Background: an optimization exercise with open tools, aiming at small area, a short achievable clock period and few clock cycles. Do not read the settings as production practice.
The RTL was checked by simulation tests, not by an equivalence proof against the original design.

== v39 ==
==> flow/design.v <==
module femtorv_core (
    input  logic        clk,
    input  logic        resetn,
    output logic        mem_valid,
    input  logic        mem_ready,
    output logic [ 3:0] mem_wstrb,
    output logic [31:0] mem_addr,
    output logic [31:0] mem_wdata,
    input  logic [31:0] mem_rdata
);
  logic        valid_q;
  logic [31:2] addr_q;      
  logic [ 3:0] wstrb_q;
  logic [31:0] wdata_q;
  logic        is_data;     
  logic        iv;          
  logic [31:2] pc;          
  logic [31:2] instr;
  logic        pred_q;      
  logic [ 2:0] ld_f3;
  logic [ 1:0] ld_off;
  logic [ 4:0] ld_rd_q;
  logic        ld_en_q;
  logic [31:0] res_q;
  logic        wb_en_q;
  logic        wb_ld_q;
  logic [ 4:0] wb_idx_q;
  assign mem_valid = valid_q;
  assign mem_addr  = {addr_q, 2'b00};
  assign mem_wstrb = wstrb_q;
  assign mem_wdata = wdata_q;
  wire [4:0] opc = instr[6:2];
  wire isBr    =  opc[4] & ~opc[0];
  wire isJal   =  opc[4] &  opc[1];
  wire isJalr  =  opc[4] &  opc[0] & ~opc[1];
  wire isMem   = ~opc[4] & ~opc[2];
  wire isStore =  isMem  &  opc[3];
  wire isLoad  =  isMem  & ~opc[3];
  wire isALU   = ~opc[4] &  opc[2] & ~opc[0];
  wire isOp    =  isALU  &  opc[3];
  wire isU     = ~opc[4] &  opc[2] &  opc[0];
  wire isLui   =  isU    &  opc[3];
  wire isAuipc =  isU    & ~opc[3];
  wire [2:0] f3 = instr[14:12];
  wire [4:0] rd = instr[11:7];
  wire [31:0] Iimm = {{21{instr[31]}}, instr[30:20]};
  wire [31:0] Simm = {{21{instr[31]}}, instr[30:25], instr[11:7]};
  wire [31:0] Uimm = {instr[31:12], 12'b0};
  wire [31:0] rdi = mem_rdata;
  wire         p_new  = rdi[6] & (rdi[3] | ~rdi[2]);           
  wire [9:2]   t_off  = {rdi[29:25], rdi[3] ? rdi[24:22] : rdi[11:9]};
  wire [9:2]   t_lo   = addr_q[9:2] + t_off;
  wire [31:2]  a_inc  = addr_q + 30'd1;
  wire [31:2]  t_next = ({30{p_new}} & {addr_q[31:10], t_lo}) | ({30{~p_new}} & a_inc);
  wire [31:2]  Bimm   = {{20{instr[31]}}, instr[7], instr[30:25], instr[11:9]};
  wire [31:2]  Jimm   = {{12{instr[31]}}, instr[19:12], instr[20], instr[30:22]};
  wire [31:2]  pcimm  = pc + (isJal ? Jimm : Bimm);
  wire [15:0] ld_half = ld_off[1] ? res_q[31:16] : res_q[15:0];
  wire [ 7:0] ld_byte = ld_off[0] ? ld_half[15:8] : ld_half[7:0];
  wire        ld_sign = ~ld_f3[2] & (ld_f3[0] ? ld_half[15] : ld_byte[7]);
  wire [31:0] wbdata  = ~wb_ld_q | ld_f3[1] ? res_q :
                        ld_f3[0] ? {{16{ld_sign}}, ld_half} : {{24{ld_sign}}, ld_byte};
  logic [31:1][31:0] rf;
  always_ff @(posedge clk)
    for (int i = 1; i < 32; i++)
      if (wb_en_q & (wb_idx_q == i[4:0])) rf[i] <= wbdata;
  logic [31:0] r2_q;
  wire  [4:0]  ra1 = instr[19:15];
  wire  [4:0]  ra2 = instr[24:20];
  wire  [4:0]  pa  = mem_ready ? mem_rdata[24:20] : ra1;
  wire  [31:0][31:0] rfv = {rf, 32'd0};    
  wire  [31:0] pr  = rfv[pa];
  wire  [31:0] r1  = (wb_en_q & (wb_idx_q == ra1)) ? wbdata : pr;
  wire  [31:0] r2  = (wb_en_q & (wb_idx_q == ra2)) ? wbdata : r2_q;
  logic [31:0] a_q, bx_q;
  logic        sub_q, sra_q;
  logic        r_add, r_slt, r_sltu, r_xor, r_or, r_and, r_sll, r_sr, r_link;
  logic        br_q, jal_q, jalr_q, ld_q, st_q;
  logic        tgt_ok_q;    
  logic [ 2:0] f3_q;
  wire        aluF = isALU;
  wire        sub  = isBr | (isALU & (f3 == 3'b010 | f3 == 3'b011)) |
                     (isOp & f3 == 3'b000 & instr[30]);
  wire [31:0] b    = (isOp | isBr) ? r2 : isStore ? Simm : isU ? Uimm : Iimm;
  always_ff @(posedge clk) begin
    r2_q   <= (mem_ready & ~is_data) ? pr : r2;
    a_q    <= isAuipc ? {pc, 2'b00} : isLui ? 32'd0 : r1;    
    bx_q   <= b ^ {32{sub}};
    sub_q  <= sub;
    sra_q  <= instr[30];
    r_add  <= aluF ? (f3 == 3'b000) : ~(isJal | isJalr);
    r_slt  <= aluF & (f3 == 3'b010);
    r_sltu <= aluF & (f3 == 3'b011);
    r_xor  <= aluF & (f3 == 3'b100);
    r_or   <= aluF & (f3 == 3'b110);
    r_and  <= aluF & (f3 == 3'b111);
    r_sll  <= aluF & (f3 == 3'b001);
    r_sr   <= aluF & (f3 == 3'b101);
    r_link <= isJal | isJalr;
    br_q   <= isBr;
    jal_q  <= isJal;
    jalr_q <= isJalr;
    ld_q   <= isLoad;
    st_q   <= isStore;
    f3_q   <= f3;
    tgt_ok_q <= (pcimm == addr_q);
  end
  wire [32:0] sum33 = {1'b0, a_q} + {1'b0, bx_q} + {32'd0, sub_q};
  wire [31:0] sum   = sum33[31:0];
  wire        ltu   = ~sum33[32];
  wire        lt    = (a_q[31] ^ ~bx_q[31]) ? a_q[31] : ltu;
  wire        eq    = &(a_q ^ bx_q);     
  wire [31:0] sh_in;
  wire [31:0] sh_out;
  for (genvar k = 0; k < 32; k++) begin : g_rev
    assign sh_in[k]  = r_sll ? a_q[31-k] : a_q[k];
  end
  wire        sh_fill = sra_q & ~r_sll & a_q[31];
  wire [31:0] sh_s1 = bx_q[0] ? {{ 1{sh_fill}}, sh_in[31: 1]} : sh_in;
  wire [31:0] sh_s2 = bx_q[1] ? {{ 2{sh_fill}}, sh_s1[31: 2]} : sh_s1;
  wire [31:0] sh_s3 = bx_q[2] ? {{ 4{sh_fill}}, sh_s2[31: 4]} : sh_s2;
  wire [31:0] sh_s4 = bx_q[3] ? {{ 8{sh_fill}}, sh_s3[31: 8]} : sh_s3;
  wire [31:0] sh_res = bx_q[4] ? {{16{sh_fill}}, sh_s4[31:16]} : sh_s4;
  for (genvar k = 0; k < 32; k++) begin : g_rev2
    assign sh_out[k] = r_sll ? sh_res[31-k] : sh_res[k];
  end
  wire [31:0] res = ({32{r_add }} & sum) |
                    ({32{r_slt }} & {31'd0, lt}) |
                    ({32{r_sltu}} & {31'd0, ltu}) |
                    ({32{r_xor }} & (a_q ^ bx_q)) |
                    ({32{r_or  }} & (a_q | bx_q)) |
                    ({32{r_and }} & (a_q & bx_q)) |
                    ({32{r_sll | r_sr}} & sh_out) |
                    ({32{r_link}} & {pc1, 2'b00});
  wire cond  = (f3_q[2] ? (f3_q[1] ? ltu : lt) : eq) ^ f3_q[0];
  wire [31:2] pc1      = pc + 30'd1;
  wire        taken    = jal_q | (br_q & cond);
  wire        redirect = jalr_q | (taken ? ~(pred_q & tgt_ok_q) : pred_q);
  wire [31:2] target   = jalr_q ? sum[31:2] :
                         (({30{taken}} & pcimm) | ({30{~taken}} & pc1));
  wire        exec   = iv & ~is_data;
  wire        writesRd = ~(br_q | ld_q | st_q);
  wire [3:0] smask = f3_q[1] ? 4'b1111 :
                     f3_q[0] ? (sum[1] ? 4'b1100 : 4'b0011) :
                     (4'b0001 << sum[1:0]);
  always_ff @(posedge clk) begin
    if (!is_data)
      wdata_q <= f3[1] ? r2 : f3[0] ? {2{r2[15:0]}} : {4{r2[7:0]}};
    if (mem_ready) begin
      res_q    <= is_data ? mem_rdata : res;
      wb_ld_q  <= is_data;
      wb_idx_q <= is_data ? ld_rd_q : rd;
    end
    if (mem_ready & ~is_data) begin
      instr  <= mem_rdata[31:2];
      pc     <= addr_q;
      pred_q <= p_new;
    end
    if (mem_ready & ~is_data & exec & (ld_q | st_q)) begin
      ld_rd_q <= rd;
      ld_en_q <= ld_q & (rd != 5'd0);
      ld_f3   <= f3_q;
      ld_off  <= sum[1:0];
    end
    if (!resetn) begin
      valid_q <= 1'b0;
      addr_q  <= 30'd0;
      wstrb_q <= 4'd0;
      is_data <= 1'b0;
      iv      <= 1'b0;
      wb_en_q <= 1'b0;
    end else begin
      valid_q <= 1'b1;
      wb_en_q <= mem_ready & (is_data ? ld_en_q : exec & writesRd & (rd != 5'd0));
      if (mem_ready) begin
        if (is_data) begin
          is_data <= 1'b0;
          addr_q  <= pred_q ? pcimm : pc1;
          wstrb_q <= 4'd0;
        end else if (exec & (ld_q | st_q)) begin
          is_data <= 1'b1;
          addr_q  <= sum[31:2];
          wstrb_q <= st_q ? smask : 4'd0;
          iv      <= 1'b1;
        end else if (exec & redirect) begin
          addr_q  <= target;
          iv      <= 1'b0;
        end else begin
          addr_q  <= t_next;
          iv      <= 1'b1;
        end
      end
    end
  end
endmodule
Settings: LEC_CHECK=0, CAP_MARGIN=20, CORE_MARGIN=2, CORE_UTILIZATION=50, SLEW_MARGIN=20; clock period 10.0 ns.
standard.sh (not shown) runs the stock make flow with config.mk's settings and CLKGATE_MAP_FILE= SYNTH_SCRIPT=/design/flow/synth_recipe.tcl, a recipe that flattens the netlist after the stock synthesis.
==> flow/flow/run.sh <==
#!/bin/bash
export SETUP_SLACK_MARGIN=6.0
bash standard.sh > standard.log 2>&1
v39 | stages: all done | timing, DRC, antenna: all pass
Testbench counts of v39, summed over its fixed seeds: cycles 79,262.
For v4, these inputs were changed with respect to v39:
# v39
export LEC_CHECK = 0
export CAP_MARGIN = 20
export CORE_MARGIN = 2
export CORE_UTILIZATION = 50
export SLEW_MARGIN = 20
create_clock -name core_clock -period 10.0 [get_ports {clk}]
# v4
export LEC_CHECK = 0
export CAP_MARGIN = 20
export CORE_MARGIN = 2
export CORE_UTILIZATION = 50
export CTS_BUF_LIST = sky130_fd_sc_hd__clkbuf_4 sky130_fd_sc_hd__clkbuf_8
export SLEW_MARGIN = 20
create_clock -name core_clock -period 10.0 [get_ports {clk}]
==> flow/flow/run.sh <==
#!/bin/bash
export SETUP_SLACK_MARGIN=6.0
export BUFFER_PORTS_ARGS="-buffer_cell sky130_fd_sc_hd__buf_4"
bash standard.sh > standard.log 2>&1
==> comparison <==
- Re routed wire length: v4 is 2.1 mm down on v39.
- In the flow results for v4 and v39, the post-route minimum period is smaller on v4.
- v39 -> v4: peak supply drop decreased by more than 10%
- Of v4 and v39, v39 shows the higher final area, with v4 below it.
- v4 ended with more layout net count than v39.
- Fmax: v4 above v39
- Changes observed in v4 relative to v39: count of flip-flops with a built-in enable after synthesis saw little to no change, number of non-clock buffers in the layout saw a decrease.

==> port drivers added, routing unchanged <==
The flow's constraints put no driver on any port. The routed layouts listed below were extracted and timed again, unchanged, in two steps. Step 1 assumes that a clkbuf_16 drives the clock port and a buf_2 every other input. Step 2 times the ports against the registers' clock, not the clock port: input delays grow and output delays shrink by t, the midpoint of the rising clock arrivals with the driver on. a / b / c = ideal ports / drivers / drivers and shift; a / b = the first two.
| run | shift t [ns] | setup WS [ns] | slew at the worst register clock pin (ns) | cell pins on the clock port's net |
|---|---|---|---|---|
| v39 | 0.859 | 5.898 / 5.898 / 5.171 | 0.07 / 0.07 | 1 |
| v4 | 1.007 | 5.948 / 5.948 / 5.022 | 0.07 / 0.07 | 1 |
After both steps setup and hold are still met in every run listed. The setup slack of v4, which loses most, moves by 0.000 ns with the drivers and by -0.926 ns with both steps.
